Context: an optimization exercise on an open-source flow, tuned for small area and a short achievable clock period. The choices shown serve that exercise and are no tape-out recipe.
Function was not checked in any run shown here: the RTL went through the layout flow alone.
Power figures rest on the tool's default switching activity, not on a simulated workload.

**flow/design.v**
```verilog
module seg1 #(parameter J = 6)
	(input [15:0] a, b, input [3:0] funct,
	 output [15:0] x1, y1, output [J-1:0] ra,
	 output is_div, is_mul, sa, cin);
assign is_div = (funct == 4'b0101);
assign is_mul = (funct == 4'b0100);
wire is_add = (funct == 4'b0000);
wire is_sub = (funct == 4'b0001);
assign sa = a[15];
wire sb = b[15];
wire [14:0] A = a[14:0] ^ {15{sa}};
wire [15:0] bx = sb ? b : ~b;
assign cin = ~sb;
wire bz = (b == 16'd0);
wire [15:0] sum = a + (is_sub ? ~b : b) + {15'd0, is_sub};
wire [14:0] r1 [0:J];
wire [14:0] q1;
assign r1[0] = 15'd0;
genvar j, l, i;
generate for (j = 1; j <= J; j = j + 1) begin : row
	wire [j-1:0] rr;
	wire [j-1:0] rs;
	if (j == 1) begin : first
		assign rs = A[14];
	end else begin : next
		assign rs = {r1[j-1][(j>1?j-2:0):0], A[15-j]};
	end
		localparam N = j + 1;
		localparam LV = $clog2(N);
		wire [N-1:0] G [0:LV];
		wire [N-1:0] P [0:LV];
		assign G[0] = {rs & bx[j-1:0], cin};
		assign P[0] = {rs | bx[j-1:0], 1'b0};
		for (l = 0; l < LV; l = l + 1) begin : lvl
			for (i = 0; i < N; i = i + 1) begin : pos
				if (((i >> l) & 1) == 1) begin : merge
					assign G[l+1][i] = G[l][i] | (P[l][i] & G[l][((i >> l) << l) - 1]);
					assign P[l+1][i] = P[l][i] & P[l][((i >> l) << l) - 1];
				end else begin : pass
					assign G[l+1][i] = G[l][i];
					assign P[l+1][i] = P[l][i];
				end
			end
		end
		wire [j:0] c = G[LV];
		wire hi = &bx[15:j];
		assign q1[15-j] = c[j] & hi;
		assign rr = rs ^ ({j{q1[15-j]}} & (bx[j-1:0] ^ c[j-1:0]));
	assign r1[j] = {{(15-j){1'b0}}, rr};
end endgenerate
assign x1 = is_div ? {bz, q1[14:15-J], A[14-J:0]} :
            is_mul ? a : ((is_add | is_sub) ? sum : 16'd0);
assign y1 = is_div ? bx : (is_mul ? b : 16'd0);
assign ra = r1[J][J-1:0];
endmodule
module seg2 #(parameter J = 6, parameter K = 13)
	(input [15:0] x1, y1, input [J-1:0] ra, input div1, mul1, cin1,
	 output [15:0] x2, y2, output [K-1:0] rb);
wire [31:0] prod;
wire [15:0] a = x1, b = y1;
wire pp_0_0 = a[0] & b[0];
wire pp_0_1 = a[0] & b[1];
wire pp_0_2 = a[0] & b[2];
wire pp_0_3 = a[0] & b[3];
wire pp_0_4 = a[0] & b[4];
wire pp_0_5 = a[0] & b[5];
wire pp_0_6 = a[0] & b[6];
wire pp_0_7 = a[0] & b[7];
wire pp_0_8 = a[0] & b[8];
wire pp_0_9 = a[0] & b[9];
wire pp_0_10 = a[0] & b[10];
wire pp_0_11 = a[0] & b[11];
wire pp_0_12 = a[0] & b[12];
wire pp_0_13 = a[0] & b[13];
wire pp_0_14 = a[0] & b[14];
wire pp_0_15 = ~(a[0] & b[15]);
wire pp_1_0 = a[1] & b[0];
wire pp_1_1 = a[1] & b[1];
wire pp_1_2 = a[1] & b[2];
wire pp_1_3 = a[1] & b[3];
wire pp_1_4 = a[1] & b[4];
wire pp_1_5 = a[1] & b[5];
wire pp_1_6 = a[1] & b[6];
wire pp_1_7 = a[1] & b[7];
wire pp_1_8 = a[1] & b[8];
wire pp_1_9 = a[1] & b[9];
wire pp_1_10 = a[1] & b[10];
wire pp_1_11 = a[1] & b[11];
wire pp_1_12 = a[1] & b[12];
wire pp_1_13 = a[1] & b[13];
wire pp_1_14 = a[1] & b[14];
wire pp_1_15 = ~(a[1] & b[15]);
wire pp_2_0 = a[2] & b[0];
wire pp_2_1 = a[2] & b[1];
wire pp_2_2 = a[2] & b[2];
wire pp_2_3 = a[2] & b[3];
wire pp_2_4 = a[2] & b[4];
wire pp_2_5 = a[2] & b[5];
wire pp_2_6 = a[2] & b[6];
wire pp_2_7 = a[2] & b[7];
wire pp_2_8 = a[2] & b[8];
wire pp_2_9 = a[2] & b[9];
wire pp_2_10 = a[2] & b[10];
wire pp_2_11 = a[2] & b[11];
wire pp_2_12 = a[2] & b[12];
wire pp_2_13 = a[2] & b[13];
wire pp_2_14 = a[2] & b[14];
wire pp_2_15 = ~(a[2] & b[15]);
wire pp_3_0 = a[3] & b[0];
wire pp_3_1 = a[3] & b[1];
wire pp_3_2 = a[3] & b[2];
wire pp_3_3 = a[3] & b[3];
wire pp_3_4 = a[3] & b[4];
wire pp_3_5 = a[3] & b[5];
wire pp_3_6 = a[3] & b[6];
wire pp_3_7 = a[3] & b[7];
wire pp_3_8 = a[3] & b[8];
wire pp_3_9 = a[3] & b[9];
wire pp_3_10 = a[3] & b[10];
wire pp_3_11 = a[3] & b[11];
wire pp_3_12 = a[3] & b[12];
wire pp_3_13 = a[3] & b[13];
wire pp_3_14 = a[3] & b[14];
wire pp_3_15 = ~(a[3] & b[15]);
wire pp_4_0 = a[4] & b[0];
wire pp_4_1 = a[4] & b[1];
wire pp_4_2 = a[4] & b[2];
wire pp_4_3 = a[4] & b[3];
wire pp_4_4 = a[4] & b[4];
wire pp_4_5 = a[4] & b[5];
wire pp_4_6 = a[4] & b[6];
wire pp_4_7 = a[4] & b[7];
wire pp_4_8 = a[4] & b[8];
wire pp_4_9 = a[4] & b[9];
wire pp_4_10 = a[4] & b[10];
wire pp_4_11 = a[4] & b[11];
wire pp_4_12 = a[4] & b[12];
wire pp_4_13 = a[4] & b[13];
wire pp_4_14 = a[4] & b[14];
wire pp_4_15 = ~(a[4] & b[15]);
wire pp_5_0 = a[5] & b[0];
wire pp_5_1 = a[5] & b[1];
wire pp_5_2 = a[5] & b[2];
wire pp_5_3 = a[5] & b[3];
wire pp_5_4 = a[5] & b[4];
wire pp_5_5 = a[5] & b[5];
wire pp_5_6 = a[5] & b[6];
wire pp_5_7 = a[5] & b[7];
wire pp_5_8 = a[5] & b[8];
wire pp_5_9 = a[5] & b[9];
wire pp_5_10 = a[5] & b[10];
wire pp_5_11 = a[5] & b[11];
wire pp_5_12 = a[5] & b[12];
wire pp_5_13 = a[5] & b[13];
wire pp_5_14 = a[5] & b[14];
wire pp_5_15 = ~(a[5] & b[15]);
wire pp_6_0 = a[6] & b[0];
wire pp_6_1 = a[6] & b[1];
wire pp_6_2 = a[6] & b[2];
wire pp_6_3 = a[6] & b[3];
wire pp_6_4 = a[6] & b[4];
wire pp_6_5 = a[6] & b[5];
wire pp_6_6 = a[6] & b[6];
wire pp_6_7 = a[6] & b[7];
wire pp_6_8 = a[6] & b[8];
wire pp_6_9 = a[6] & b[9];
wire pp_6_10 = a[6] & b[10];
wire pp_6_11 = a[6] & b[11];
wire pp_6_12 = a[6] & b[12];
wire pp_6_13 = a[6] & b[13];
wire pp_6_14 = a[6] & b[14];
wire pp_6_15 = ~(a[6] & b[15]);
wire pp_7_0 = a[7] & b[0];
wire pp_7_1 = a[7] & b[1];
wire pp_7_2 = a[7] & b[2];
wire pp_7_3 = a[7] & b[3];
wire pp_7_4 = a[7] & b[4];
wire pp_7_5 = a[7] & b[5];
wire pp_7_6 = a[7] & b[6];
wire pp_7_7 = a[7] & b[7];
wire pp_7_8 = a[7] & b[8];
wire pp_7_9 = a[7] & b[9];
wire pp_7_10 = a[7] & b[10];
wire pp_7_11 = a[7] & b[11];
wire pp_7_12 = a[7] & b[12];
wire pp_7_13 = a[7] & b[13];
wire pp_7_14 = a[7] & b[14];
wire pp_7_15 = ~(a[7] & b[15]);
wire pp_8_0 = a[8] & b[0];
wire pp_8_1 = a[8] & b[1];
wire pp_8_2 = a[8] & b[2];
wire pp_8_3 = a[8] & b[3];
wire pp_8_4 = a[8] & b[4];
wire pp_8_5 = a[8] & b[5];
wire pp_8_6 = a[8] & b[6];
wire pp_8_7 = a[8] & b[7];
wire pp_8_8 = a[8] & b[8];
wire pp_8_9 = a[8] & b[9];
wire pp_8_10 = a[8] & b[10];
wire pp_8_11 = a[8] & b[11];
wire pp_8_12 = a[8] & b[12];
wire pp_8_13 = a[8] & b[13];
wire pp_8_14 = a[8] & b[14];
wire pp_8_15 = ~(a[8] & b[15]);
wire pp_9_0 = a[9] & b[0];
wire pp_9_1 = a[9] & b[1];
wire pp_9_2 = a[9] & b[2];
wire pp_9_3 = a[9] & b[3];
wire pp_9_4 = a[9] & b[4];
wire pp_9_5 = a[9] & b[5];
wire pp_9_6 = a[9] & b[6];
wire pp_9_7 = a[9] & b[7];
wire pp_9_8 = a[9] & b[8];
wire pp_9_9 = a[9] & b[9];
wire pp_9_10 = a[9] & b[10];
wire pp_9_11 = a[9] & b[11];
wire pp_9_12 = a[9] & b[12];
wire pp_9_13 = a[9] & b[13];
wire pp_9_14 = a[9] & b[14];
wire pp_9_15 = ~(a[9] & b[15]);
wire pp_10_0 = a[10] & b[0];
wire pp_10_1 = a[10] & b[1];
wire pp_10_2 = a[10] & b[2];
wire pp_10_3 = a[10] & b[3];
wire pp_10_4 = a[10] & b[4];
wire pp_10_5 = a[10] & b[5];
wire pp_10_6 = a[10] & b[6];
wire pp_10_7 = a[10] & b[7];
wire pp_10_8 = a[10] & b[8];
wire pp_10_9 = a[10] & b[9];
wire pp_10_10 = a[10] & b[10];
wire pp_10_11 = a[10] & b[11];
wire pp_10_12 = a[10] & b[12];
wire pp_10_13 = a[10] & b[13];
wire pp_10_14 = a[10] & b[14];
wire pp_10_15 = ~(a[10] & b[15]);
wire pp_11_0 = a[11] & b[0];
wire pp_11_1 = a[11] & b[1];
wire pp_11_2 = a[11] & b[2];
wire pp_11_3 = a[11] & b[3];
wire pp_11_4 = a[11] & b[4];
wire pp_11_5 = a[11] & b[5];
wire pp_11_6 = a[11] & b[6];
wire pp_11_7 = a[11] & b[7];
wire pp_11_8 = a[11] & b[8];
wire pp_11_9 = a[11] & b[9];
wire pp_11_10 = a[11] & b[10];
wire pp_11_11 = a[11] & b[11];
wire pp_11_12 = a[11] & b[12];
wire pp_11_13 = a[11] & b[13];
wire pp_11_14 = a[11] & b[14];
wire pp_11_15 = ~(a[11] & b[15]);
wire pp_12_0 = a[12] & b[0];
wire pp_12_1 = a[12] & b[1];
wire pp_12_2 = a[12] & b[2];
wire pp_12_3 = a[12] & b[3];
wire pp_12_4 = a[12] & b[4];
wire pp_12_5 = a[12] & b[5];
wire pp_12_6 = a[12] & b[6];
wire pp_12_7 = a[12] & b[7];
wire pp_12_8 = a[12] & b[8];
wire pp_12_9 = a[12] & b[9];
wire pp_12_10 = a[12] & b[10];
wire pp_12_11 = a[12] & b[11];
wire pp_12_12 = a[12] & b[12];
wire pp_12_13 = a[12] & b[13];
wire pp_12_14 = a[12] & b[14];
wire pp_12_15 = ~(a[12] & b[15]);
wire pp_13_0 = a[13] & b[0];
wire pp_13_1 = a[13] & b[1];
wire pp_13_2 = a[13] & b[2];
wire pp_13_3 = a[13] & b[3];
wire pp_13_4 = a[13] & b[4];
wire pp_13_5 = a[13] & b[5];
wire pp_13_6 = a[13] & b[6];
wire pp_13_7 = a[13] & b[7];
wire pp_13_8 = a[13] & b[8];
wire pp_13_9 = a[13] & b[9];
wire pp_13_10 = a[13] & b[10];
wire pp_13_11 = a[13] & b[11];
wire pp_13_12 = a[13] & b[12];
wire pp_13_13 = a[13] & b[13];
wire pp_13_14 = a[13] & b[14];
wire pp_13_15 = ~(a[13] & b[15]);
wire pp_14_0 = a[14] & b[0];
wire pp_14_1 = a[14] & b[1];
wire pp_14_2 = a[14] & b[2];
wire pp_14_3 = a[14] & b[3];
wire pp_14_4 = a[14] & b[4];
wire pp_14_5 = a[14] & b[5];
wire pp_14_6 = a[14] & b[6];
wire pp_14_7 = a[14] & b[7];
wire pp_14_8 = a[14] & b[8];
wire pp_14_9 = a[14] & b[9];
wire pp_14_10 = a[14] & b[10];
wire pp_14_11 = a[14] & b[11];
wire pp_14_12 = a[14] & b[12];
wire pp_14_13 = a[14] & b[13];
wire pp_14_14 = a[14] & b[14];
wire pp_14_15 = ~(a[14] & b[15]);
wire pp_15_0 = ~(a[15] & b[0]);
wire pp_15_1 = ~(a[15] & b[1]);
wire pp_15_2 = ~(a[15] & b[2]);
wire pp_15_3 = ~(a[15] & b[3]);
wire pp_15_4 = ~(a[15] & b[4]);
wire pp_15_5 = ~(a[15] & b[5]);
wire pp_15_6 = ~(a[15] & b[6]);
wire pp_15_7 = ~(a[15] & b[7]);
wire pp_15_8 = ~(a[15] & b[8]);
wire pp_15_9 = ~(a[15] & b[9]);
wire pp_15_10 = ~(a[15] & b[10]);
wire pp_15_11 = ~(a[15] & b[11]);
wire pp_15_12 = ~(a[15] & b[12]);
wire pp_15_13 = ~(a[15] & b[13]);
wire pp_15_14 = ~(a[15] & b[14]);
wire pp_15_15 = a[15] & b[15];
wire hs0 = pp_0_13 ^ pp_1_12;
wire hc0 = pp_0_13 & pp_1_12;
wire fs1 = pp_0_14 ^ pp_1_13 ^ pp_2_12;
wire fc1 = (pp_0_14 & pp_1_13) | (pp_2_12 & (pp_0_14 ^ pp_1_13));
wire hs2 = pp_3_11 ^ pp_4_10;
wire hc2 = pp_3_11 & pp_4_10;
wire fs3 = pp_0_15 ^ pp_1_14 ^ pp_2_13;
wire fc3 = (pp_0_15 & pp_1_14) | (pp_2_13 & (pp_0_15 ^ pp_1_14));
wire fs4 = pp_3_12 ^ pp_4_11 ^ pp_5_10;
wire fc4 = (pp_3_12 & pp_4_11) | (pp_5_10 & (pp_3_12 ^ pp_4_11));
wire hs5 = pp_6_9 ^ pp_7_8;
wire hc5 = pp_6_9 & pp_7_8;
wire fs6 = pp_1_15 ^ pp_2_14 ^ pp_3_13;
wire fc6 = (pp_1_15 & pp_2_14) | (pp_3_13 & (pp_1_15 ^ pp_2_14));
wire fs7 = pp_4_12 ^ pp_5_11 ^ pp_6_10;
wire fc7 = (pp_4_12 & pp_5_11) | (pp_6_10 & (pp_4_12 ^ pp_5_11));
wire fs8 = pp_7_9 ^ pp_8_8 ^ pp_9_7;
wire fc8 = (pp_7_9 & pp_8_8) | (pp_9_7 & (pp_7_9 ^ pp_8_8));
wire fs9 = pp_2_15 ^ pp_3_14 ^ pp_4_13;
wire fc9 = (pp_2_15 & pp_3_14) | (pp_4_13 & (pp_2_15 ^ pp_3_14));
wire fs10 = pp_5_12 ^ pp_6_11 ^ pp_7_10;
wire fc10 = (pp_5_12 & pp_6_11) | (pp_7_10 & (pp_5_12 ^ pp_6_11));
wire fs11 = pp_3_15 ^ pp_4_14 ^ pp_5_13;
wire fc11 = (pp_3_15 & pp_4_14) | (pp_5_13 & (pp_3_15 ^ pp_4_14));
wire hs12 = pp_0_9 ^ pp_1_8;
wire hc12 = pp_0_9 & pp_1_8;
wire fs13 = pp_0_10 ^ pp_1_9 ^ pp_2_8;
wire fc13 = (pp_0_10 & pp_1_9) | (pp_2_8 & (pp_0_10 ^ pp_1_9));
wire hs14 = pp_3_7 ^ pp_4_6;
wire hc14 = pp_3_7 & pp_4_6;
wire fs15 = pp_0_11 ^ pp_1_10 ^ pp_2_9;
wire fc15 = (pp_0_11 & pp_1_10) | (pp_2_9 & (pp_0_11 ^ pp_1_10));
wire fs16 = pp_3_8 ^ pp_4_7 ^ pp_5_6;
wire fc16 = (pp_3_8 & pp_4_7) | (pp_5_6 & (pp_3_8 ^ pp_4_7));
wire hs17 = pp_6_5 ^ pp_7_4;
wire hc17 = pp_6_5 & pp_7_4;
wire fs18 = pp_0_12 ^ pp_1_11 ^ pp_2_10;
wire fc18 = (pp_0_12 & pp_1_11) | (pp_2_10 & (pp_0_12 ^ pp_1_11));
wire fs19 = pp_3_9 ^ pp_4_8 ^ pp_5_7;
wire fc19 = (pp_3_9 & pp_4_8) | (pp_5_7 & (pp_3_9 ^ pp_4_8));
wire fs20 = pp_6_6 ^ pp_7_5 ^ pp_8_4;
wire fc20 = (pp_6_6 & pp_7_5) | (pp_8_4 & (pp_6_6 ^ pp_7_5));
wire hs21 = pp_9_3 ^ pp_10_2;
wire hc21 = pp_9_3 & pp_10_2;
wire fs22 = hs0 ^ pp_2_11 ^ pp_3_10;
wire fc22 = (hs0 & pp_2_11) | (pp_3_10 & (hs0 ^ pp_2_11));
wire fs23 = pp_4_9 ^ pp_5_8 ^ pp_6_7;
wire fc23 = (pp_4_9 & pp_5_8) | (pp_6_7 & (pp_4_9 ^ pp_5_8));
wire fs24 = pp_7_6 ^ pp_8_5 ^ pp_9_4;
wire fc24 = (pp_7_6 & pp_8_5) | (pp_9_4 & (pp_7_6 ^ pp_8_5));
wire fs25 = pp_10_3 ^ pp_11_2 ^ pp_12_1;
wire fc25 = (pp_10_3 & pp_11_2) | (pp_12_1 & (pp_10_3 ^ pp_11_2));
wire fs26 = hc0 ^ fs1 ^ hs2;
wire fc26 = (hc0 & fs1) | (hs2 & (hc0 ^ fs1));
wire fs27 = pp_5_9 ^ pp_6_8 ^ pp_7_7;
wire fc27 = (pp_5_9 & pp_6_8) | (pp_7_7 & (pp_5_9 ^ pp_6_8));
wire fs28 = pp_8_6 ^ pp_9_5 ^ pp_10_4;
wire fc28 = (pp_8_6 & pp_9_5) | (pp_10_4 & (pp_8_6 ^ pp_9_5));
wire fs29 = pp_11_3 ^ pp_12_2 ^ pp_13_1;
wire fc29 = (pp_11_3 & pp_12_2) | (pp_13_1 & (pp_11_3 ^ pp_12_2));
wire fs30 = fc1 ^ hc2 ^ fs3;
wire fc30 = (fc1 & hc2) | (fs3 & (fc1 ^ hc2));
wire fs31 = fs4 ^ hs5 ^ pp_8_7;
wire fc31 = (fs4 & hs5) | (pp_8_7 & (fs4 ^ hs5));
wire fs32 = pp_9_6 ^ pp_10_5 ^ pp_11_4;
wire fc32 = (pp_9_6 & pp_10_5) | (pp_11_4 & (pp_9_6 ^ pp_10_5));
wire fs33 = pp_12_3 ^ pp_13_2 ^ pp_14_1;
wire fc33 = (pp_12_3 & pp_13_2) | (pp_14_1 & (pp_12_3 ^ pp_13_2));
wire fs34 = fc3 ^ fc4 ^ hc5;
wire fc34 = (fc3 & fc4) | (hc5 & (fc3 ^ fc4));
wire fs35 = fs6 ^ fs7 ^ fs8;
wire fc35 = (fs6 & fs7) | (fs8 & (fs6 ^ fs7));
wire fs36 = pp_10_6 ^ pp_11_5 ^ pp_12_4;
wire fc36 = (pp_10_6 & pp_11_5) | (pp_12_4 & (pp_10_6 ^ pp_11_5));
wire fs37 = pp_13_3 ^ pp_14_2 ^ pp_15_1;
wire fc37 = (pp_13_3 & pp_14_2) | (pp_15_1 & (pp_13_3 ^ pp_14_2));
wire fs38 = fc6 ^ fc7 ^ fc8;
wire fc38 = (fc6 & fc7) | (fc8 & (fc6 ^ fc7));
wire fs39 = fs9 ^ fs10 ^ pp_8_9;
wire fc39 = (fs9 & fs10) | (pp_8_9 & (fs9 ^ fs10));
wire fs40 = pp_9_8 ^ pp_10_7 ^ pp_11_6;
wire fc40 = (pp_9_8 & pp_10_7) | (pp_11_6 & (pp_9_8 ^ pp_10_7));
wire fs41 = pp_12_5 ^ pp_13_4 ^ pp_14_3;
wire fc41 = (pp_12_5 & pp_13_4) | (pp_14_3 & (pp_12_5 ^ pp_13_4));
wire fs42 = fc9 ^ fc10 ^ fs11;
wire fc42 = (fc9 & fc10) | (fs11 & (fc9 ^ fc10));
wire fs43 = pp_6_12 ^ pp_7_11 ^ pp_8_10;
wire fc43 = (pp_6_12 & pp_7_11) | (pp_8_10 & (pp_6_12 ^ pp_7_11));
wire fs44 = pp_9_9 ^ pp_10_8 ^ pp_11_7;
wire fc44 = (pp_9_9 & pp_10_8) | (pp_11_7 & (pp_9_9 ^ pp_10_8));
wire fs45 = pp_12_6 ^ pp_13_5 ^ pp_14_4;
wire fc45 = (pp_12_6 & pp_13_5) | (pp_14_4 & (pp_12_6 ^ pp_13_5));
wire fs46 = fc11 ^ pp_4_15 ^ pp_5_14;
wire fc46 = (fc11 & pp_4_15) | (pp_5_14 & (fc11 ^ pp_4_15));
wire fs47 = pp_6_13 ^ pp_7_12 ^ pp_8_11;
wire fc47 = (pp_6_13 & pp_7_12) | (pp_8_11 & (pp_6_13 ^ pp_7_12));
wire fs48 = pp_9_10 ^ pp_10_9 ^ pp_11_8;
wire fc48 = (pp_9_10 & pp_10_9) | (pp_11_8 & (pp_9_10 ^ pp_10_9));
wire fs49 = pp_12_7 ^ pp_13_6 ^ pp_14_5;
wire fc49 = (pp_12_7 & pp_13_6) | (pp_14_5 & (pp_12_7 ^ pp_13_6));
wire fs50 = pp_5_15 ^ pp_6_14 ^ pp_7_13;
wire fc50 = (pp_5_15 & pp_6_14) | (pp_7_13 & (pp_5_15 ^ pp_6_14));
wire fs51 = pp_8_12 ^ pp_9_11 ^ pp_10_10;
wire fc51 = (pp_8_12 & pp_9_11) | (pp_10_10 & (pp_8_12 ^ pp_9_11));
wire fs52 = pp_11_9 ^ pp_12_8 ^ pp_13_7;
wire fc52 = (pp_11_9 & pp_12_8) | (pp_13_7 & (pp_11_9 ^ pp_12_8));
wire fs53 = pp_6_15 ^ pp_7_14 ^ pp_8_13;
wire fc53 = (pp_6_15 & pp_7_14) | (pp_8_13 & (pp_6_15 ^ pp_7_14));
wire fs54 = pp_9_12 ^ pp_10_11 ^ pp_11_10;
wire fc54 = (pp_9_12 & pp_10_11) | (pp_11_10 & (pp_9_12 ^ pp_10_11));
wire fs55 = pp_7_15 ^ pp_8_14 ^ pp_9_13;
wire fc55 = (pp_7_15 & pp_8_14) | (pp_9_13 & (pp_7_15 ^ pp_8_14));
wire hs56 = pp_0_6 ^ pp_1_5;
wire hc56 = pp_0_6 & pp_1_5;
wire fs57 = pp_0_7 ^ pp_1_6 ^ pp_2_5;
wire fc57 = (pp_0_7 & pp_1_6) | (pp_2_5 & (pp_0_7 ^ pp_1_6));
wire hs58 = pp_3_4 ^ pp_4_3;
wire hc58 = pp_3_4 & pp_4_3;
wire fs59 = pp_0_8 ^ pp_1_7 ^ pp_2_6;
wire fc59 = (pp_0_8 & pp_1_7) | (pp_2_6 & (pp_0_8 ^ pp_1_7));
wire fs60 = pp_3_5 ^ pp_4_4 ^ pp_5_3;
wire fc60 = (pp_3_5 & pp_4_4) | (pp_5_3 & (pp_3_5 ^ pp_4_4));
wire hs61 = pp_6_2 ^ pp_7_1;
wire hc61 = pp_6_2 & pp_7_1;
wire fs62 = hs12 ^ pp_2_7 ^ pp_3_6;
wire fc62 = (hs12 & pp_2_7) | (pp_3_6 & (hs12 ^ pp_2_7));
wire fs63 = pp_4_5 ^ pp_5_4 ^ pp_6_3;
wire fc63 = (pp_4_5 & pp_5_4) | (pp_6_3 & (pp_4_5 ^ pp_5_4));
wire fs64 = pp_7_2 ^ pp_8_1 ^ pp_9_0;
wire fc64 = (pp_7_2 & pp_8_1) | (pp_9_0 & (pp_7_2 ^ pp_8_1));
wire fs65 = hc12 ^ fs13 ^ hs14;
wire fc65 = (hc12 & fs13) | (hs14 & (hc12 ^ fs13));
wire fs66 = pp_5_5 ^ pp_6_4 ^ pp_7_3;
wire fc66 = (pp_5_5 & pp_6_4) | (pp_7_3 & (pp_5_5 ^ pp_6_4));
wire fs67 = pp_8_2 ^ pp_9_1 ^ pp_10_0;
wire fc67 = (pp_8_2 & pp_9_1) | (pp_10_0 & (pp_8_2 ^ pp_9_1));
wire fs68 = fc13 ^ hc14 ^ fs15;
wire fc68 = (fc13 & hc14) | (fs15 & (fc13 ^ hc14));
wire fs69 = fs16 ^ hs17 ^ pp_8_3;
wire fc69 = (fs16 & hs17) | (pp_8_3 & (fs16 ^ hs17));
wire fs70 = pp_9_2 ^ pp_10_1 ^ pp_11_0;
wire fc70 = (pp_9_2 & pp_10_1) | (pp_11_0 & (pp_9_2 ^ pp_10_1));
wire fs71 = fc15 ^ fc16 ^ hc17;
wire fc71 = (fc15 & fc16) | (hc17 & (fc15 ^ fc16));
wire fs72 = fs18 ^ fs19 ^ fs20;
wire fc72 = (fs18 & fs19) | (fs20 & (fs18 ^ fs19));
wire fs73 = hs21 ^ pp_11_1 ^ pp_12_0;
wire fc73 = (hs21 & pp_11_1) | (pp_12_0 & (hs21 ^ pp_11_1));
wire fs74 = fc18 ^ fc19 ^ fc20;
wire fc74 = (fc18 & fc19) | (fc20 & (fc18 ^ fc19));
wire fs75 = hc21 ^ fs22 ^ fs23;
wire fc75 = (hc21 & fs22) | (fs23 & (hc21 ^ fs22));
wire fs76 = fs24 ^ fs25 ^ pp_13_0;
wire fc76 = (fs24 & fs25) | (pp_13_0 & (fs24 ^ fs25));
wire fs77 = fc22 ^ fc23 ^ fc24;
wire fc77 = (fc22 & fc23) | (fc24 & (fc22 ^ fc23));
wire fs78 = fc25 ^ fs26 ^ fs27;
wire fc78 = (fc25 & fs26) | (fs27 & (fc25 ^ fs26));
wire fs79 = fs28 ^ fs29 ^ pp_14_0;
wire fc79 = (fs28 & fs29) | (pp_14_0 & (fs28 ^ fs29));
wire fs80 = fc26 ^ fc27 ^ fc28;
wire fc80 = (fc26 & fc27) | (fc28 & (fc26 ^ fc27));
wire fs81 = fc29 ^ fs30 ^ fs31;
wire fc81 = (fc29 & fs30) | (fs31 & (fc29 ^ fs30));
wire fs82 = fs32 ^ fs33 ^ pp_15_0;
wire fc82 = (fs32 & fs33) | (pp_15_0 & (fs32 ^ fs33));
wire fs83 = fc30 ^ fc31 ^ fc32;
wire fc83 = (fc30 & fc31) | (fc32 & (fc30 ^ fc31));
wire fs84 = fc33 ^ fs34 ^ fs35;
wire fc84 = (fc33 & fs34) | (fs35 & (fc33 ^ fs34));
wire fs85 = fs36 ^ fs37 ^ 1'b1;
wire fc85 = (fs36 & fs37) | (1'b1 & (fs36 ^ fs37));
wire fs86 = fc34 ^ fc35 ^ fc36;
wire fc86 = (fc34 & fc35) | (fc36 & (fc34 ^ fc35));
wire fs87 = fc37 ^ fs38 ^ fs39;
wire fc87 = (fc37 & fs38) | (fs39 & (fc37 ^ fs38));
wire fs88 = fs40 ^ fs41 ^ pp_15_2;
wire fc88 = (fs40 & fs41) | (pp_15_2 & (fs40 ^ fs41));
wire fs89 = fc38 ^ fc39 ^ fc40;
wire fc89 = (fc38 & fc39) | (fc40 & (fc38 ^ fc39));
wire fs90 = fc41 ^ fs42 ^ fs43;
wire fc90 = (fc41 & fs42) | (fs43 & (fc41 ^ fs42));
wire fs91 = fs44 ^ fs45 ^ pp_15_3;
wire fc91 = (fs44 & fs45) | (pp_15_3 & (fs44 ^ fs45));
wire fs92 = fc42 ^ fc43 ^ fc44;
wire fc92 = (fc42 & fc43) | (fc44 & (fc42 ^ fc43));
wire fs93 = fc45 ^ fs46 ^ fs47;
wire fc93 = (fc45 & fs46) | (fs47 & (fc45 ^ fs46));
wire fs94 = fs48 ^ fs49 ^ pp_15_4;
wire fc94 = (fs48 & fs49) | (pp_15_4 & (fs48 ^ fs49));
wire fs95 = fc46 ^ fc47 ^ fc48;
wire fc95 = (fc46 & fc47) | (fc48 & (fc46 ^ fc47));
wire fs96 = fc49 ^ fs50 ^ fs51;
wire fc96 = (fc49 & fs50) | (fs51 & (fc49 ^ fs50));
wire fs97 = fs52 ^ pp_14_6 ^ pp_15_5;
wire fc97 = (fs52 & pp_14_6) | (pp_15_5 & (fs52 ^ pp_14_6));
wire fs98 = fc50 ^ fc51 ^ fc52;
wire fc98 = (fc50 & fc51) | (fc52 & (fc50 ^ fc51));
wire fs99 = fs53 ^ fs54 ^ pp_12_9;
wire fc99 = (fs53 & fs54) | (pp_12_9 & (fs53 ^ fs54));
wire fs100 = pp_13_8 ^ pp_14_7 ^ pp_15_6;
wire fc100 = (pp_13_8 & pp_14_7) | (pp_15_6 & (pp_13_8 ^ pp_14_7));
wire fs101 = fc53 ^ fc54 ^ fs55;
wire fc101 = (fc53 & fc54) | (fs55 & (fc53 ^ fc54));
wire fs102 = pp_10_12 ^ pp_11_11 ^ pp_12_10;
wire fc102 = (pp_10_12 & pp_11_11) | (pp_12_10 & (pp_10_12 ^ pp_11_11));
wire fs103 = pp_13_9 ^ pp_14_8 ^ pp_15_7;
wire fc103 = (pp_13_9 & pp_14_8) | (pp_15_7 & (pp_13_9 ^ pp_14_8));
wire fs104 = fc55 ^ pp_8_15 ^ pp_9_14;
wire fc104 = (fc55 & pp_8_15) | (pp_9_14 & (fc55 ^ pp_8_15));
wire fs105 = pp_10_13 ^ pp_11_12 ^ pp_12_11;
wire fc105 = (pp_10_13 & pp_11_12) | (pp_12_11 & (pp_10_13 ^ pp_11_12));
wire fs106 = pp_13_10 ^ pp_14_9 ^ pp_15_8;
wire fc106 = (pp_13_10 & pp_14_9) | (pp_15_8 & (pp_13_10 ^ pp_14_9));
wire fs107 = pp_9_15 ^ pp_10_14 ^ pp_11_13;
wire fc107 = (pp_9_15 & pp_10_14) | (pp_11_13 & (pp_9_15 ^ pp_10_14));
wire fs108 = pp_12_12 ^ pp_13_11 ^ pp_14_10;
wire fc108 = (pp_12_12 & pp_13_11) | (pp_14_10 & (pp_12_12 ^ pp_13_11));
wire fs109 = pp_10_15 ^ pp_11_14 ^ pp_12_13;
wire fc109 = (pp_10_15 & pp_11_14) | (pp_12_13 & (pp_10_15 ^ pp_11_14));
wire hs110 = pp_0_4 ^ pp_1_3;
wire hc110 = pp_0_4 & pp_1_3;
wire fs111 = pp_0_5 ^ pp_1_4 ^ pp_2_3;
wire fc111 = (pp_0_5 & pp_1_4) | (pp_2_3 & (pp_0_5 ^ pp_1_4));
wire hs112 = pp_3_2 ^ pp_4_1;
wire hc112 = pp_3_2 & pp_4_1;
wire fs113 = hs56 ^ pp_2_4 ^ pp_3_3;
wire fc113 = (hs56 & pp_2_4) | (pp_3_3 & (hs56 ^ pp_2_4));
wire fs114 = pp_4_2 ^ pp_5_1 ^ pp_6_0;
wire fc114 = (pp_4_2 & pp_5_1) | (pp_6_0 & (pp_4_2 ^ pp_5_1));
wire fs115 = hc56 ^ fs57 ^ hs58;
wire fc115 = (hc56 & fs57) | (hs58 & (hc56 ^ fs57));
wire fs116 = pp_5_2 ^ pp_6_1 ^ pp_7_0;
wire fc116 = (pp_5_2 & pp_6_1) | (pp_7_0 & (pp_5_2 ^ pp_6_1));
wire fs117 = fc57 ^ hc58 ^ fs59;
wire fc117 = (fc57 & hc58) | (fs59 & (fc57 ^ hc58));
wire fs118 = fs60 ^ hs61 ^ pp_8_0;
wire fc118 = (fs60 & hs61) | (pp_8_0 & (fs60 ^ hs61));
wire fs119 = fc59 ^ fc60 ^ hc61;
wire fc119 = (fc59 & fc60) | (hc61 & (fc59 ^ fc60));
wire fs120 = fs62 ^ fs63 ^ fs64;
wire fc120 = (fs62 & fs63) | (fs64 & (fs62 ^ fs63));
wire fs121 = fc62 ^ fc63 ^ fc64;
wire fc121 = (fc62 & fc63) | (fc64 & (fc62 ^ fc63));
wire fs122 = fs65 ^ fs66 ^ fs67;
wire fc122 = (fs65 & fs66) | (fs67 & (fs65 ^ fs66));
wire fs123 = fc65 ^ fc66 ^ fc67;
wire fc123 = (fc65 & fc66) | (fc67 & (fc65 ^ fc66));
wire fs124 = fs68 ^ fs69 ^ fs70;
wire fc124 = (fs68 & fs69) | (fs70 & (fs68 ^ fs69));
wire fs125 = fc68 ^ fc69 ^ fc70;
wire fc125 = (fc68 & fc69) | (fc70 & (fc68 ^ fc69));
wire fs126 = fs71 ^ fs72 ^ fs73;
wire fc126 = (fs71 & fs72) | (fs73 & (fs71 ^ fs72));
wire fs127 = fc71 ^ fc72 ^ fc73;
wire fc127 = (fc71 & fc72) | (fc73 & (fc71 ^ fc72));
wire fs128 = fs74 ^ fs75 ^ fs76;
wire fc128 = (fs74 & fs75) | (fs76 & (fs74 ^ fs75));
wire fs129 = fc74 ^ fc75 ^ fc76;
wire fc129 = (fc74 & fc75) | (fc76 & (fc74 ^ fc75));
wire fs130 = fs77 ^ fs78 ^ fs79;
wire fc130 = (fs77 & fs78) | (fs79 & (fs77 ^ fs78));
wire fs131 = fc77 ^ fc78 ^ fc79;
wire fc131 = (fc77 & fc78) | (fc79 & (fc77 ^ fc78));
wire fs132 = fs80 ^ fs81 ^ fs82;
wire fc132 = (fs80 & fs81) | (fs82 & (fs80 ^ fs81));
wire fs133 = fc80 ^ fc81 ^ fc82;
wire fc133 = (fc80 & fc81) | (fc82 & (fc80 ^ fc81));
wire fs134 = fs83 ^ fs84 ^ fs85;
wire fc134 = (fs83 & fs84) | (fs85 & (fs83 ^ fs84));
wire fs135 = fc83 ^ fc84 ^ fc85;
wire fc135 = (fc83 & fc84) | (fc85 & (fc83 ^ fc84));
wire fs136 = fs86 ^ fs87 ^ fs88;
wire fc136 = (fs86 & fs87) | (fs88 & (fs86 ^ fs87));
wire fs137 = fc86 ^ fc87 ^ fc88;
wire fc137 = (fc86 & fc87) | (fc88 & (fc86 ^ fc87));
wire fs138 = fs89 ^ fs90 ^ fs91;
wire fc138 = (fs89 & fs90) | (fs91 & (fs89 ^ fs90));
wire fs139 = fc89 ^ fc90 ^ fc91;
wire fc139 = (fc89 & fc90) | (fc91 & (fc89 ^ fc90));
wire fs140 = fs92 ^ fs93 ^ fs94;
wire fc140 = (fs92 & fs93) | (fs94 & (fs92 ^ fs93));
wire fs141 = fc92 ^ fc93 ^ fc94;
wire fc141 = (fc92 & fc93) | (fc94 & (fc92 ^ fc93));
wire fs142 = fs95 ^ fs96 ^ fs97;
wire fc142 = (fs95 & fs96) | (fs97 & (fs95 ^ fs96));
wire fs143 = fc95 ^ fc96 ^ fc97;
wire fc143 = (fc95 & fc96) | (fc97 & (fc95 ^ fc96));
wire fs144 = fs98 ^ fs99 ^ fs100;
wire fc144 = (fs98 & fs99) | (fs100 & (fs98 ^ fs99));
wire fs145 = fc98 ^ fc99 ^ fc100;
wire fc145 = (fc98 & fc99) | (fc100 & (fc98 ^ fc99));
wire fs146 = fs101 ^ fs102 ^ fs103;
wire fc146 = (fs101 & fs102) | (fs103 & (fs101 ^ fs102));
wire fs147 = fc101 ^ fc102 ^ fc103;
wire fc147 = (fc101 & fc102) | (fc103 & (fc101 ^ fc102));
wire fs148 = fs104 ^ fs105 ^ fs106;
wire fc148 = (fs104 & fs105) | (fs106 & (fs104 ^ fs105));
wire fs149 = fc104 ^ fc105 ^ fc106;
wire fc149 = (fc104 & fc105) | (fc106 & (fc104 ^ fc105));
wire fs150 = fs107 ^ fs108 ^ pp_15_9;
wire fc150 = (fs107 & fs108) | (pp_15_9 & (fs107 ^ fs108));
wire fs151 = fc107 ^ fc108 ^ fs109;
wire fc151 = (fc107 & fc108) | (fs109 & (fc107 ^ fc108));
wire fs152 = pp_13_12 ^ pp_14_11 ^ pp_15_10;
wire fc152 = (pp_13_12 & pp_14_11) | (pp_15_10 & (pp_13_12 ^ pp_14_11));
wire fs153 = fc109 ^ pp_11_15 ^ pp_12_14;
wire fc153 = (fc109 & pp_11_15) | (pp_12_14 & (fc109 ^ pp_11_15));
wire fs154 = pp_13_13 ^ pp_14_12 ^ pp_15_11;
wire fc154 = (pp_13_13 & pp_14_12) | (pp_15_11 & (pp_13_13 ^ pp_14_12));
wire fs155 = pp_12_15 ^ pp_13_14 ^ pp_14_13;
wire fc155 = (pp_12_15 & pp_13_14) | (pp_14_13 & (pp_12_15 ^ pp_13_14));
wire hs156 = pp_0_3 ^ pp_1_2;
wire hc156 = pp_0_3 & pp_1_2;
wire fs157 = hs110 ^ pp_2_2 ^ pp_3_1;
wire fc157 = (hs110 & pp_2_2) | (pp_3_1 & (hs110 ^ pp_2_2));
wire fs158 = hc110 ^ fs111 ^ hs112;
wire fc158 = (hc110 & fs111) | (hs112 & (hc110 ^ fs111));
wire fs159 = fc111 ^ hc112 ^ fs113;
wire fc159 = (fc111 & hc112) | (fs113 & (fc111 ^ hc112));
wire fs160 = fc113 ^ fc114 ^ fs115;
wire fc160 = (fc113 & fc114) | (fs115 & (fc113 ^ fc114));
wire fs161 = fc115 ^ fc116 ^ fs117;
wire fc161 = (fc115 & fc116) | (fs117 & (fc115 ^ fc116));
wire fs162 = fc117 ^ fc118 ^ fs119;
wire fc162 = (fc117 & fc118) | (fs119 & (fc117 ^ fc118));
wire fs163 = fc119 ^ fc120 ^ fs121;
wire fc163 = (fc119 & fc120) | (fs121 & (fc119 ^ fc120));
wire fs164 = fc121 ^ fc122 ^ fs123;
wire fc164 = (fc121 & fc122) | (fs123 & (fc121 ^ fc122));
wire fs165 = fc123 ^ fc124 ^ fs125;
wire fc165 = (fc123 & fc124) | (fs125 & (fc123 ^ fc124));
wire fs166 = fc125 ^ fc126 ^ fs127;
wire fc166 = (fc125 & fc126) | (fs127 & (fc125 ^ fc126));
wire fs167 = fc127 ^ fc128 ^ fs129;
wire fc167 = (fc127 & fc128) | (fs129 & (fc127 ^ fc128));
wire fs168 = fc129 ^ fc130 ^ fs131;
wire fc168 = (fc129 & fc130) | (fs131 & (fc129 ^ fc130));
wire fs169 = fc131 ^ fc132 ^ fs133;
wire fc169 = (fc131 & fc132) | (fs133 & (fc131 ^ fc132));
wire fs170 = fc133 ^ fc134 ^ fs135;
wire fc170 = (fc133 & fc134) | (fs135 & (fc133 ^ fc134));
wire fs171 = fc135 ^ fc136 ^ fs137;
wire fc171 = (fc135 & fc136) | (fs137 & (fc135 ^ fc136));
wire fs172 = fc137 ^ fc138 ^ fs139;
wire fc172 = (fc137 & fc138) | (fs139 & (fc137 ^ fc138));
wire fs173 = fc139 ^ fc140 ^ fs141;
wire fc173 = (fc139 & fc140) | (fs141 & (fc139 ^ fc140));
wire fs174 = fc141 ^ fc142 ^ fs143;
wire fc174 = (fc141 & fc142) | (fs143 & (fc141 ^ fc142));
wire fs175 = fc143 ^ fc144 ^ fs145;
wire fc175 = (fc143 & fc144) | (fs145 & (fc143 ^ fc144));
wire fs176 = fc145 ^ fc146 ^ fs147;
wire fc176 = (fc145 & fc146) | (fs147 & (fc145 ^ fc146));
wire fs177 = fc147 ^ fc148 ^ fs149;
wire fc177 = (fc147 & fc148) | (fs149 & (fc147 ^ fc148));
wire fs178 = fc149 ^ fc150 ^ fs151;
wire fc178 = (fc149 & fc150) | (fs151 & (fc149 ^ fc150));
wire fs179 = fc151 ^ fc152 ^ fs153;
wire fc179 = (fc151 & fc152) | (fs153 & (fc151 ^ fc152));
wire fs180 = fc153 ^ fc154 ^ fs155;
wire fc180 = (fc153 & fc154) | (fs155 & (fc153 ^ fc154));
wire fs181 = fc155 ^ pp_13_15 ^ pp_14_14;
wire fc181 = (fc155 & pp_13_15) | (pp_14_14 & (fc155 ^ pp_13_15));
wire hs182 = pp_0_2 ^ pp_1_1;
wire hc182 = pp_0_2 & pp_1_1;
wire fs183 = hs156 ^ pp_2_1 ^ pp_3_0;
wire fc183 = (hs156 & pp_2_1) | (pp_3_0 & (hs156 ^ pp_2_1));
wire fs184 = hc156 ^ fs157 ^ pp_4_0;
wire fc184 = (hc156 & fs157) | (pp_4_0 & (hc156 ^ fs157));
wire fs185 = fc157 ^ fs158 ^ pp_5_0;
wire fc185 = (fc157 & fs158) | (pp_5_0 & (fc157 ^ fs158));
wire fs186 = fc158 ^ fs159 ^ fs114;
wire fc186 = (fc158 & fs159) | (fs114 & (fc158 ^ fs159));
wire fs187 = fc159 ^ fs160 ^ fs116;
wire fc187 = (fc159 & fs160) | (fs116 & (fc159 ^ fs160));
wire fs188 = fc160 ^ fs161 ^ fs118;
wire fc188 = (fc160 & fs161) | (fs118 & (fc160 ^ fs161));
wire fs189 = fc161 ^ fs162 ^ fs120;
wire fc189 = (fc161 & fs162) | (fs120 & (fc161 ^ fs162));
wire fs190 = fc162 ^ fs163 ^ fs122;
wire fc190 = (fc162 & fs163) | (fs122 & (fc162 ^ fs163));
wire fs191 = fc163 ^ fs164 ^ fs124;
wire fc191 = (fc163 & fs164) | (fs124 & (fc163 ^ fs164));
wire fs192 = fc164 ^ fs165 ^ fs126;
wire fc192 = (fc164 & fs165) | (fs126 & (fc164 ^ fs165));
wire fs193 = fc165 ^ fs166 ^ fs128;
wire fc193 = (fc165 & fs166) | (fs128 & (fc165 ^ fs166));
wire fs194 = fc166 ^ fs167 ^ fs130;
wire fc194 = (fc166 & fs167) | (fs130 & (fc166 ^ fs167));
wire fs195 = fc167 ^ fs168 ^ fs132;
wire fc195 = (fc167 & fs168) | (fs132 & (fc167 ^ fs168));
wire fs196 = fc168 ^ fs169 ^ fs134;
wire fc196 = (fc168 & fs169) | (fs134 & (fc168 ^ fs169));
wire fs197 = fc169 ^ fs170 ^ fs136;
wire fc197 = (fc169 & fs170) | (fs136 & (fc169 ^ fs170));
wire fs198 = fc170 ^ fs171 ^ fs138;
wire fc198 = (fc170 & fs171) | (fs138 & (fc170 ^ fs171));
wire fs199 = fc171 ^ fs172 ^ fs140;
wire fc199 = (fc171 & fs172) | (fs140 & (fc171 ^ fs172));
wire fs200 = fc172 ^ fs173 ^ fs142;
wire fc200 = (fc172 & fs173) | (fs142 & (fc172 ^ fs173));
wire fs201 = fc173 ^ fs174 ^ fs144;
wire fc201 = (fc173 & fs174) | (fs144 & (fc173 ^ fs174));
wire fs202 = fc174 ^ fs175 ^ fs146;
wire fc202 = (fc174 & fs175) | (fs146 & (fc174 ^ fs175));
wire fs203 = fc175 ^ fs176 ^ fs148;
wire fc203 = (fc175 & fs176) | (fs148 & (fc175 ^ fs176));
wire fs204 = fc176 ^ fs177 ^ fs150;
wire fc204 = (fc176 & fs177) | (fs150 & (fc176 ^ fs177));
wire fs205 = fc177 ^ fs178 ^ fs152;
wire fc205 = (fc177 & fs178) | (fs152 & (fc177 ^ fs178));
wire fs206 = fc178 ^ fs179 ^ fs154;
wire fc206 = (fc178 & fs179) | (fs154 & (fc178 ^ fs179));
wire fs207 = fc179 ^ fs180 ^ pp_15_12;
wire fc207 = (fc179 & fs180) | (pp_15_12 & (fc179 ^ fs180));
wire fs208 = fc180 ^ fs181 ^ pp_15_13;
wire fc208 = (fc180 & fs181) | (pp_15_13 & (fc180 ^ fs181));
wire fs209 = fc181 ^ pp_14_15 ^ pp_15_14;
wire fc209 = (fc181 & pp_14_15) | (pp_15_14 & (fc181 ^ pp_14_15));
wire [31:0] x = {1'b1, fc209, fc208, fc207, fc206, fc205, fc204, fc203, fc202, fc201, fc200, fc199, fc198, fc197, fc196, fc195, fc194, fc193, fc192, fc191, fc190, fc189, fc188, fc187, fc186, fc185, fc184, fc183, hc182, hs182, pp_0_1, pp_0_0};
wire [31:0] y = {1'b0, pp_15_15, fs209, fs208, fs207, fs206, fs205, fs204, fs203, fs202, fs201, fs200, fs199, fs198, fs197, fs196, fs195, fs194, fs193, fs192, fs191, fs190, fs189, fs188, fs187, fs186, fs185, fs184, fs183, pp_2_0, pp_1_0, 1'b0};
assign prod = x + y;
wire [14:0] r2 [J:K];
wire [14:0] q2;
assign r2[J] = {{(15-J){1'b0}}, ra};
genvar j, l, i;
generate for (j = J + 1; j <= K; j = j + 1) begin : row
	wire [j-1:0] rr;
	wire [j-1:0] rs = {r2[j-1][j-2:0], x1[15-j]};
		localparam N = j + 1;
		localparam LV = $clog2(N);
		wire [N-1:0] G [0:LV];
		wire [N-1:0] P [0:LV];
		assign G[0] = {rs & y1[j-1:0], cin1};
		assign P[0] = {rs | y1[j-1:0], 1'b0};
		for (l = 0; l < LV; l = l + 1) begin : lvl
			for (i = 0; i < N; i = i + 1) begin : pos
				if (((i >> l) & 1) == 1) begin : merge
					assign G[l+1][i] = G[l][i] | (P[l][i] & G[l][((i >> l) << l) - 1]);
					assign P[l+1][i] = P[l][i] & P[l][((i >> l) << l) - 1];
				end else begin : pass
					assign G[l+1][i] = G[l][i];
					assign P[l+1][i] = P[l][i];
				end
			end
		end
		wire [j:0] c = G[LV];
		wire hi = &y1[15:j];
		assign q2[15-j] = c[j] & hi;
		assign rr = rs ^ ({j{q2[15-j]}} & (y1[j-1:0] ^ c[j-1:0]));
	assign r2[j] = {{(15-j){1'b0}}, rr};
end endgenerate
assign x2 = div1 ? {x1[15:15-J], q2[14-J:15-K], x1[14-K:0]} :
            (mul1 ? prod[15:0] : x1);
assign y2 = mul1 ? prod[31:16] : y1;
assign rb = r2[K][K-1:0];
endmodule
module seg3 #(parameter K = 13)
	(input [15:0] x2, y2, input [K-1:0] rb, input div2, sa2, cin2,
	 output [15:0] out, r15);
wire [14:0] r3 [K:15];
wire [14:0] q3;
assign r3[K] = {{(15-K){1'b0}}, rb};
genvar j, l, i;
generate for (j = K + 1; j <= 15; j = j + 1) begin : row
	wire [j-1:0] rr;
	wire [j-1:0] rs = {r3[j-1][j-2:0], x2[15-j]};
		localparam N = j + 1;
		localparam LV = $clog2(N);
		wire [N-1:0] G [0:LV];
		wire [N-1:0] P [0:LV];
		assign G[0] = {rs & y2[j-1:0], cin2};
		assign P[0] = {rs | y2[j-1:0], 1'b0};
		for (l = 0; l < LV; l = l + 1) begin : lvl
			for (i = 0; i < N; i = i + 1) begin : pos
				if (((i >> l) & 1) == 1) begin : merge
					assign G[l+1][i] = G[l][i] | (P[l][i] & G[l][((i >> l) << l) - 1]);
					assign P[l+1][i] = P[l][i] & P[l][((i >> l) << l) - 1];
				end else begin : pass
					assign G[l+1][i] = G[l][i];
					assign P[l+1][i] = P[l][i];
				end
			end
		end
		wire [j:0] c = G[LV];
		wire hi = &y2[15:j];
		assign q3[15-j] = c[j] & hi;
		assign rr = rs ^ ({j{q3[15-j]}} & (y2[j-1:0] ^ c[j-1:0]));
	assign r3[j] = {{(15-j){1'b0}}, rr};
end endgenerate
wire [15:0] qf = {x2[15:15-K], q3[14-K:0]};
wire [15:0] rf = {1'b0, r3[15]};
wire eq = &(rf ^ y2 ^ {rf[14:0] & y2[14:0], cin2});
wire c  = sa2 & eq;
wire nq = (sa2 ^ ~cin2) & ~qf[15];
wire [15:0] qo = (qf ^ {16{nq}}) + {15'd0, c ^ nq};
wire [15:0] ro = (rf ^ {16{sa2}}) & {16{~c}};
assign out = div2 ? qo : x2;
assign r15 = div2 ? ro : y2;
endmodule
module alu_stage(input clk, input [15:0] a, b, input [3:0] funct,
				output [15:0] out, output [15:0] r15);
localparam J = 6;
localparam K = 13;
wire [15:0] x1, y1, x2, y2;
wire [J-1:0] ra;
wire [K-1:0] rb;
wire is_div, is_mul, sa, cin;
reg [15:0] x1_q, y1_q;
reg [J-1:0] ra_q;
reg div1_q, mul1_q, sa1_q, cin1_q;
reg [15:0] x2_q, y2_q;
reg [K-1:0] rb_q;
reg div2_q, sa2_q, cin2_q;
seg1 #(.J(J)) u_s1(.a(a), .b(b), .funct(funct), .x1(x1), .y1(y1), .ra(ra),
	.is_div(is_div), .is_mul(is_mul), .sa(sa), .cin(cin));
seg2 #(.J(J), .K(K)) u_s2(.x1(x1_q), .y1(y1_q), .ra(ra_q), .div1(div1_q),
	.mul1(mul1_q), .cin1(cin1_q), .x2(x2), .y2(y2), .rb(rb));
seg3 #(.K(K)) u_s3(.x2(x2_q), .y2(y2_q), .rb(rb_q), .div2(div2_q),
	.sa2(sa2_q), .cin2(cin2_q), .out(out), .r15(r15));
always @(posedge clk) begin
	x1_q   <= x1;
	y1_q   <= y1;
	ra_q   <= ra;
	div1_q <= is_div;
	mul1_q <= is_mul;
	sa1_q  <= sa;
	cin1_q <= cin;
	x2_q   <= x2;
	y2_q   <= y2;
	rb_q   <= rb;
	div2_q <= div1_q;
	sa2_q  <= sa1_q;
	cin2_q <= cin1_q;
end
endmodule
```
**flow/flow/run.sh**
```bash
#!/bin/bash
# Standard layout, with the setup repair asked to over-fix so the critical
# paths get sized for speed (the clock period and constraints are unchanged).
bash standard.sh SETUP_SLACK_MARGIN=20.5 finish > standard.log 2>&1
```
**flow/standard.sh**
```bash
#!/bin/bash
# synth_recipe.tcl (not shown) runs the flow's synth.tcl, then flattens the netlist and writes it again
# the make line also repeats each setting of config.mk as NAME=value (left out here)
make -C /OpenROAD-flow-scripts/flow DESIGN_CONFIG=/design/flow/config.mk WORK_HOME=/design/flow/orfs CLKGATE_MAP_FILE= SYNTH_SCRIPT=/design/flow/synth_recipe.tcl "${@:-finish}"
```
**flow/config.mk**
```make
export PLATFORM = sky130hd
export DESIGN_NAME = alu_stage
export DESIGN_NICKNAME = alu_stage
export VERILOG_FILES = /design/flow/design.v
export SDC_FILE = /design/flow/constraint.sdc
export NUM_CORES = 4
export LEC_CHECK = 0
export CAP_MARGIN = 20
export CORE_MARGIN = 2
export CORE_UTILIZATION = 75
export SLEW_MARGIN = 20
export SYNTH_HIERARCHICAL = 1
```
**flow/constraint.sdc**
```tcl
create_clock -name core_clock -period 33.0 [get_ports {clk}]
set_input_delay 6.6000 -clock core_clock [delete_from_list [all_inputs] [get_ports {clk}]]
set_output_delay 6.6000 -clock core_clock [all_outputs]
set_load 0.01 [all_outputs]
```
==> impl_metrics.yaml, run 1 <==
critical_path:
  worstSetupEndpointType: "primary output"
  timing.critical_path.from: "y2_q[4]"
  setup.worst_path.class: "flip-flop to primary output"
  worst_ep_required_ns: 26.40
  critical_path_peak_fanout: 6
  critical_path.reg2reg.startpoint: "y1_q[12]"
  cp_data_arrival_time_ns: 6.98
  timing.critical_path.to: "out[11]"
  number_of_cell_instances_on_the_worst_register_to_register_path: 43
  critical_path.startpoint_type: "flip-flop"
  r2r_setup_slack_ns: 20.60
  rr_endpoint: "rb_q[10]"
yosys:
  syn-cell-area_um2: 22170
  synth_edf_count: 0
  syn_avg_cell_area_um2: 7.829
  flip_flop_and_latch_count_after_synthesis: 90
  synthTopCellsByArea: "fa_1, dfxtp_1, xnor2_1"
  synthesis.yosys.warnings: 10
  synth_cell_types: 142
  ys.flop_type: "dfxtp_1"
  number_of_cells_produced_by_synthesis: 2831
  ys_async_sr_fraction_pct: 0
  yosysTopAreaCell: "fa_1"
  synth.yosys.seq_area_share_pct: 8.129
  synth_largest_type_area_fraction_pct: 17.79
  synthesis.nets: 3141
clock_network:
  cts_max_level: 3
  cts.sink_count: 90
  cts_buffer_depth: 2
  cts_clock_pin_slew_for_the_worst_setup_and_hold_paths_ns: 0.08
  tritoncts: "built"
  cts_root_buf: "clkbuf_16"
  cts-buffers-inserted: 9
  worst_skew_pair.late_latency_ns: 0.38
place:
  gp_congestion: 0.9996
  place.port_buffers: 68
  detailedPlacementHpwl_mm: 53.17
hold_path:
  hp-class: "flip-flop to flip-flop"
sta:
  finalSetupTns_ns: 0
  worst-slew-pin-transition_ns: 1.162
  timing_max_transition_violations_final: 0
  finalSetupViolations: 0
  achievable-frequency_mhz: 73.63
  rsz0062_at_grt: "true"
  fin_crit_sh_pct: 41.16
  max-slew-margin-rel_pct: 22.27
  hold_viol: 0
  clock_skew_ns: 0.01884
  final.min_clock_period_ns: 13.58
floorplan:
  die_area_um2: 30940
  coreArea_um2: 28940
  die_w_um: 175.9
  standard_cell_rows: 62
  num_io_pins: 69
  chipHeight_um: 175.9
  initial_core_util_pct: 76.60
final_layout:
  finalNetCount: 3161
  seqCellArea_um2: 1904
  fraction_of_final_layout_cells_with_drive_strength_greater_than_1_pct: 16.98
  fillCellCount: 1486
  signed_area_change_from_the_synthesized_netlist_to_the_final_layout_pct: 12.98
  multiInputGateArea_um2: 19870
drt:
  drt-wirelength-per-cell_um: 24.43
  detail_route.first_pass.iterations: 10
  drt-total-wl_mm: 79.26
  drtIter0Drc: 3585
  num_vias: 24100
  post-route-drc-count: 0
  vias_per_cell: 7.429
  route.antenna.remaining_nets: 0
global_route:
  aggregate_global_route_resource_usage_pct: 48.77
  number_of_antenna_violations_at_the_first_check_in_global_routing: 2
  wire_length_of_the_first_global_routing_pass_mm: 119.9
  largest_net_degree_at_the_start_of_global_routing: 53
  via_count_of_the_first_global_routing_pass: 23420
  grt_overflow: 0
outcome:
  result_of_the_run: "timing/DRC/antenna clean"
flow_run:
  drv.max_cap_violation_count: 0
pwr:
  power.density_nw_per_um2: 25.21
  p_leak_uw: 0.01008
  design_power_total_uw: 631.4
  power.ir.vdd_worst_v: 0.00003427
through the flow:
step	setup slack (ns)	instance area, µm²	hold slack, ns	cells	utilization (%)
floorplan	20.50	22170	0.3096	2831	-
global placement	18.97	22790	0.3143	3133	78.75
detailed placement	18.68	22790	0.3179	3133	78.75
CTS	20.24	24180	0.3260	3204	83.55
global route	19.04	25030	0.3256	3240	86.51
finish	19.42	25040	0.3291	3244	86.55
how the worst min path moves through the flow:
| stage | cells after the start | slack (ns) | endpoint | startpoint |
|---|---|---|---|---|
| 6_report | 0 | 0.33 | sa2_q | sa1_q |
| 5_1_grt | 0 | 0.33 | sa2_q | sa1_q |
| 4_1_cts | 0 | 0.33 | sa2_q | sa1_q |
| 3_5_place_dp | 0 | 0.32 | sa2_q | sa1_q |
| 3_3_place_gp | 0 | 0.31 | sa2_q | sa1_q |
| 2_1_floorplan | 0 | 0.31 | sa2_q | sa1_q |
worst max-delay path, stage by stage (launching register included):
cell,delay [ns]
dfxtp_4,0.40
a221oi_4,0.33
o32ai_4,0.16
buf_6,0.15
a22oi_2,0.18
or3b_4,0.47
a31o_4,0.26
a21o_4,0.22
o221a_4,0.13
a221oi_4,0.30
buf_6,0.16
o211ai_4,0.11
a31o_4,0.32
nand3_2,0.09
xnor2_1,0.19
ha_1,0.31
xnor2_1,0.14
nor4_2,0.34
nand2_1,0.18
nor3_2,0.21
nand2_1,0.16
nor3_4,0.25
mux2i_4,0.13
or3_1,0.53
a31oi_2,0.49
xor2_1,0.19
buf_2,0.15
cell usage in the layout, fill, tap and decap left out, types with 51 or more instances in the layout:
| cell type | netlist | final |
|---|---|---|
| nand2_1 | 316 | 311 |
| inv_1 | 218 | 217 |
| fa_1 | 197 | 197 |
| xnor2_1 | 198 | 181 |
| nor2_1 | 166 | 160 |
| and2_1 | 154 | 154 |
| a21oi_1 | 136 | 125 |
| o21ai_0 | 126 | 118 |
| buf_4 | 10 | 105 |
| ha_1 | 76 | 75 |
| xor2_1 | 81 | 74 |
| dfxtp_1 | 90 | 54 |
| clkdlybuf4s50_1 | 0 | 51 |
power by group:
| group | internal, µW | switching [µW] |
|---|---|---|
| clock | 63.2 | 47.8 |
| combinational | 147 | 228 |
| sequential | 118 | 27.2 |
| total | 328 | 303 |
metal layers:
| layer | wire length, µm | up-vias | share of wire, % | track usage, % |
|---|---|---|---|---|
| met5 | 72 | - | 0.091 | 0 |
| met4 | 6527 | 2 | 8.2 | 32.95 |
| met3 | 11240 | 739 | 14 | 15.39 |
| met2 | 34650 | 2261 | 44 | 76.30 |
| met1 | 26770 | 11140 | 34 | 57.48 |
| li1 | - | 9957 | - | - |
synthesized netlist by cell type (29+ instances only):
master,number
nand3_1,45
fa_1,197
ha_1,76
nor3_1,53
clkbuf_1,121
nand2_1,316
buf_2,33
o21ai_0,126
xnor2_1,198
inv_1,218
dfxtp_1,90
and2_1,154
a21o_1,29
nor2_1,166
nand2b_1,35
a21oi_1,136
xor2_1,81
logic make-up (layout without fill, tap and decap cells):
family                   after synthesis  after routing  synth area share, %
AND/OR/NAND/NOR                      943            943                21.41
AO/OA/AOI/OAI                        752            757                25.60
buffers and inverters                408            428                7.440
adder cells (fa/ha/maj)              304            304                23.53
XOR/XNOR                             286            286                11.54
flip-flops                            90             90                8.129
multiplexers                          48             48                2.360
other                                  0              4                    0
area by class of cell:
class / instances / area share [%]
Multi-Input combinational cell: 2338 / 79.35
Sequential cell: 90 / 7.604
Timing Repair Buffer: 191 / 6.540
Inverter: 221 / 3.327
Tap cell: 384 / 1.919
Clock buffer: 13 / 1.039
Clock inverter: 3 / 0.1849
Antenna cell: 4 / 0.03997
sequential cells by signal, indices dropped and copies added (netlist names), 6 cells and up:
name	cells
y2_q	16
x2_q	16
ra_q	6
rb_q	13
y1_q	16
x1_q	16
repair_timing:
action                     4_1_cts  5_1_grt
gates resized for setup        219      115
setup endpoints to repair       52       52
pin swaps                       71       54
setup buffers                   53       33
gates cloned                     2        3
hold buffers                     0        0
==> inputs of run 2 (changes only) <==
==> flow/flow/run.sh (replaced) <==
#!/bin/bash
# Standard layout, with the setup repair asked to over-fix so the critical
# paths get sized for speed (the clock period and constraints are unchanged).
bash standard.sh SETUP_SLACK_MARGIN=20 finish > standard.log 2>&1
==> run 2 against run 1 <==
Power shrank 1.6%. Cell count barely moved. Non-clock buffer count grew 3. Register-to-register slack lost 0.47 ns. Flip-flop and latch count did not move. Worst hold slack improved by 0.11 ns. Combinational power barely moved. Critical path type unchanged. Highest routed layer unchanged.
==> impl_metrics.yaml, run 2 <==
outcome:
  result_of_the_run: "timing/DRC/antenna clean"
critical_path:
  critical_path_peak_fanout: 7
  rr_endpoint: "rb_q[0]"
  worstSetupEndpointType: "primary output"
  r2r_setup_slack_ns: 20.13
  worst_ep_required_ns: 26.40
  critical_path.reg2reg.startpoint: "y1_q[3]"
  number_of_cell_instances_on_the_worst_register_to_register_path: 41
  cp_common_cell: "nor3_2"
  cpMaxStageDelayCell: "or3_1"
  setup.worst_path.class: "flip-flop to primary output"
  cp_data_arrival_time_ns: 6.77
  critical_path.startpoint_type: "flip-flop"
  slowest_delay_ns: 0.41
yosys:
  yosysTopAreaCell: "fa_1"
  synth_largest_type_area_fraction_pct: 17.79
  synth.yosys.seq_area_share_pct: 8.129
  synthesis.nets: 3141
  synth_most_common_cell: "nand2_1"
  synthTopCellsByArea: "fa_1, dfxtp_1, xnor2_1"
  post_synth_most_frequent_cells: "nand2_1, inv_1, xnor2_1"
  synthesis.yosys.warnings: 10
  synth_cell_types: 142
  ys_async_sr_fraction_pct: 0
  syn-cell-area_um2: 22170
  syn_avg_cell_area_um2: 7.829
  flip_flop_and_latch_count_after_synthesis: 90
  synth_edf_count: 0
  ys.flop_type: "dfxtp_1"
  number_of_cells_produced_by_synthesis: 2831
hold_path:
  timing.hold.worst_path_depth: 0
  hp-class: "flip-flop to flip-flop"
  timing.hold.worst_endpoint: "sa2_q"
  hold_path.startpoint: "sa1_q"
final_layout:
  final_util_pct: 85.58
  multiInputGateArea_um2: 19600
  fillCellCount: 1578
  finalNetCount: 3163
  seqCellArea_um2: 1901
  most-common-layout-cells: "nand2_1, inv_1, fa_1"
  signed_area_change_from_the_synthesized_netlist_to_the_final_layout_pct: 11.72
  final_common_cell: "nand2_1"
  design_area_um2: 24760
  fraction_of_final_layout_cells_with_drive_strength_greater_than_1_pct: 15.47
  layout.cells.non_filler: 3242
sta:
  rsz0062_at_grt: "true"
  achievable-frequency_mhz: 74.78
  finalSetupTns_ns: 0
  hold_viol: 0
  finalSetupViolations: 0
  max-slew-margin-rel_pct: 21.50
  worst-slew-pin-transition_ns: 1.169
  final.min_clock_period_ns: 13.37
  timing_max_transition_violations_final: 0
  fin_crit_sh_pct: 40.52
  clock_skew_ns: 0.02090
clock_network:
  cts_clock_pin_slew_for_the_worst_setup_and_hold_paths_ns: 0.08
  cts-buffers-inserted: 9
  tritoncts: "built"
  cts_buffer_depth: 2
  cts_max_level: 3
  cts_root_buf: "clkbuf_16"
  worst_skew_pair.late_latency_ns: 0.39
  cts_hold_buffers: 0
  cts.sink_count: 90
global_route:
  wire_length_of_the_first_global_routing_pass_mm: 118.4
  grt_overflow: 0
  aggregate_global_route_resource_usage_pct: 47.73
  via_count_of_the_first_global_routing_pass: 23180
  largest_net_degree_at_the_start_of_global_routing: 53
  number_of_antenna_violations_at_the_first_check_in_global_routing: 3
floorplan:
  initial_core_util_pct: 76.60
  standard_cell_rows: 62
  die_area_um2: 30940
  coreArea_um2: 28940
  chipHeight_um: 175.9
  num_io_pins: 69
  die_w_um: 175.9
drt:
  drt-wirelength-per-cell_um: 24.37
  detail_route.first_pass.iterations: 13
  drtIter0Drc: 3724
  num_vias: 23830
  route.antenna.remaining_nets: 0
  post-route-drc-count: 0
  vias_per_cell: 7.349
  drt-total-wl_mm: 79.02
place:
  place.port_buffers: 68
  gp_congestion: 1.000
  detailedPlacementHpwl_mm: 52.87
  numPlacedInstances: 3132
  dpl-instance-area_um2: 22780
pwr:
  power.ir.vdd_worst_v: 0.00003050
  p_leak_uw: 0.009990
  design_power_total_uw: 621.4
  power.density_nw_per_um2: 25.09
flow_run:
  drv.max_cap_violation_count: 0
## run 2: layout make-up
type | count | area share (%)
diodes | 1 | 0.01011
clock buffers | 10 | 0.9651
clock inverters | 5 | 0.1516
inverters | 221 | 3.365
multi-input cells | 2337 | 79.16
flip-flops and latches | 90 | 7.675
well taps | 384 | 1.940
repair buffers | 194 | 6.730
## run 2: layer usage
metal  part of all wire [%]  track usage (%)  wire length (µm)
met1                     34            56.42             26850
met2                     44            75.74             34860
met5                  0.038           0.6410                30
met3                     14            14.09             10960
met4                    8.0            30.96              6326
## run 2: how the worst max path moves through the flow
stage                        start       to
after CTS                 y2_q[13]   out[2]
after floorplan            y2_q[2]  out[14]
final                      x2_q[1]  out[11]
after global routing       x2_q[1]  out[14]
after global placement    y2_q[11]  out[14]
after detailed placement   y2_q[4]  out[14]
## run 2: cells by family (layout without fill, tap and decap cells)
group / after synthesis / count (layout) / share of synthesized area (%)
simple gates: 943 / 943 / 21.41
compound gates: 752 / 756 / 25.60
buf+inv: 408 / 430 / 7.440
fa+ha+maj: 304 / 304 / 23.53
xor+xnor: 286 / 286 / 11.54
flops: 90 / 90 / 8.129
mux: 48 / 48 / 2.360
other cells: 0 / 1 / 0
## run 2: through the flow
stage	setup WS, ns	hold WS [ns]
3_3_place_gp	18.91	0.3842
3_5_place_dp	18.75	0.3858
6_report	19.63	0.4424
4_1_cts	19.80	0.4134
5_1_grt	19.30	0.4158
2_1_floorplan	20.49	0.3096
## run 2: critical path: cells and delay by family, from the launching register on
family | cells | cell delay [ns]
AO/OA/AOI/OAI | 7 | 1.46
AND/OR/NAND/NOR | 9 | 2.31
buffers and inverters | 2 | 0.46
multiplexers | 2 | 0.51
XOR/XNOR | 3 | 0.56
flip-flops | 1 | 0.40
adder cells (fa/ha/maj) | 2 | 0.66
## run 2: report_power, final
group / leakage (µW) / internal (µW) / switching (µW)
sequential: 0.000758 / 118 / 25.2
combinational: 0.00910 / 145 / 227
clock: 0.000131 / 53.2 / 52.8
## run 2: repair_timing
item | 4_1_cts | 5_1_grt
cloned | 1 | 3
buffers inserted | 16 | 73
pin swaps | 14 | 56
hold endpoints to repair | 0 | 0
setup endpoints to repair | 46 | 45
gates resized for setup | 104 | 138

==> separate check: timing with driven ports <==
How much do the figures lean on ideal ports? The routed layouts below were timed once more, with nothing changed but the port constraints. Step 1 assumes that a clkbuf_16 drives the clock port and a buf_2 every other input. Step 2, shift: input delay + t, output delay - t, t = (earliest + latest rising clock arrival at the registers) / 2. This alone moves slack from input paths to output paths. Three values: ideal, step 1, step 2; two values: the first two.
run	shift t [ns]	setup slack, ns	latest minus earliest clock arrival (ns)	worst slew at a driven data input, ns	pins driven straight from the clock port
run 1	0.423	19.419 / 19.366 / 19.789	0.019 / 0.019	0.04	1
run 2	0.432	19.627 / 19.571 / 20.004	0.021 / 0.021	0.04	1
After both steps setup and hold are still met in every run listed.
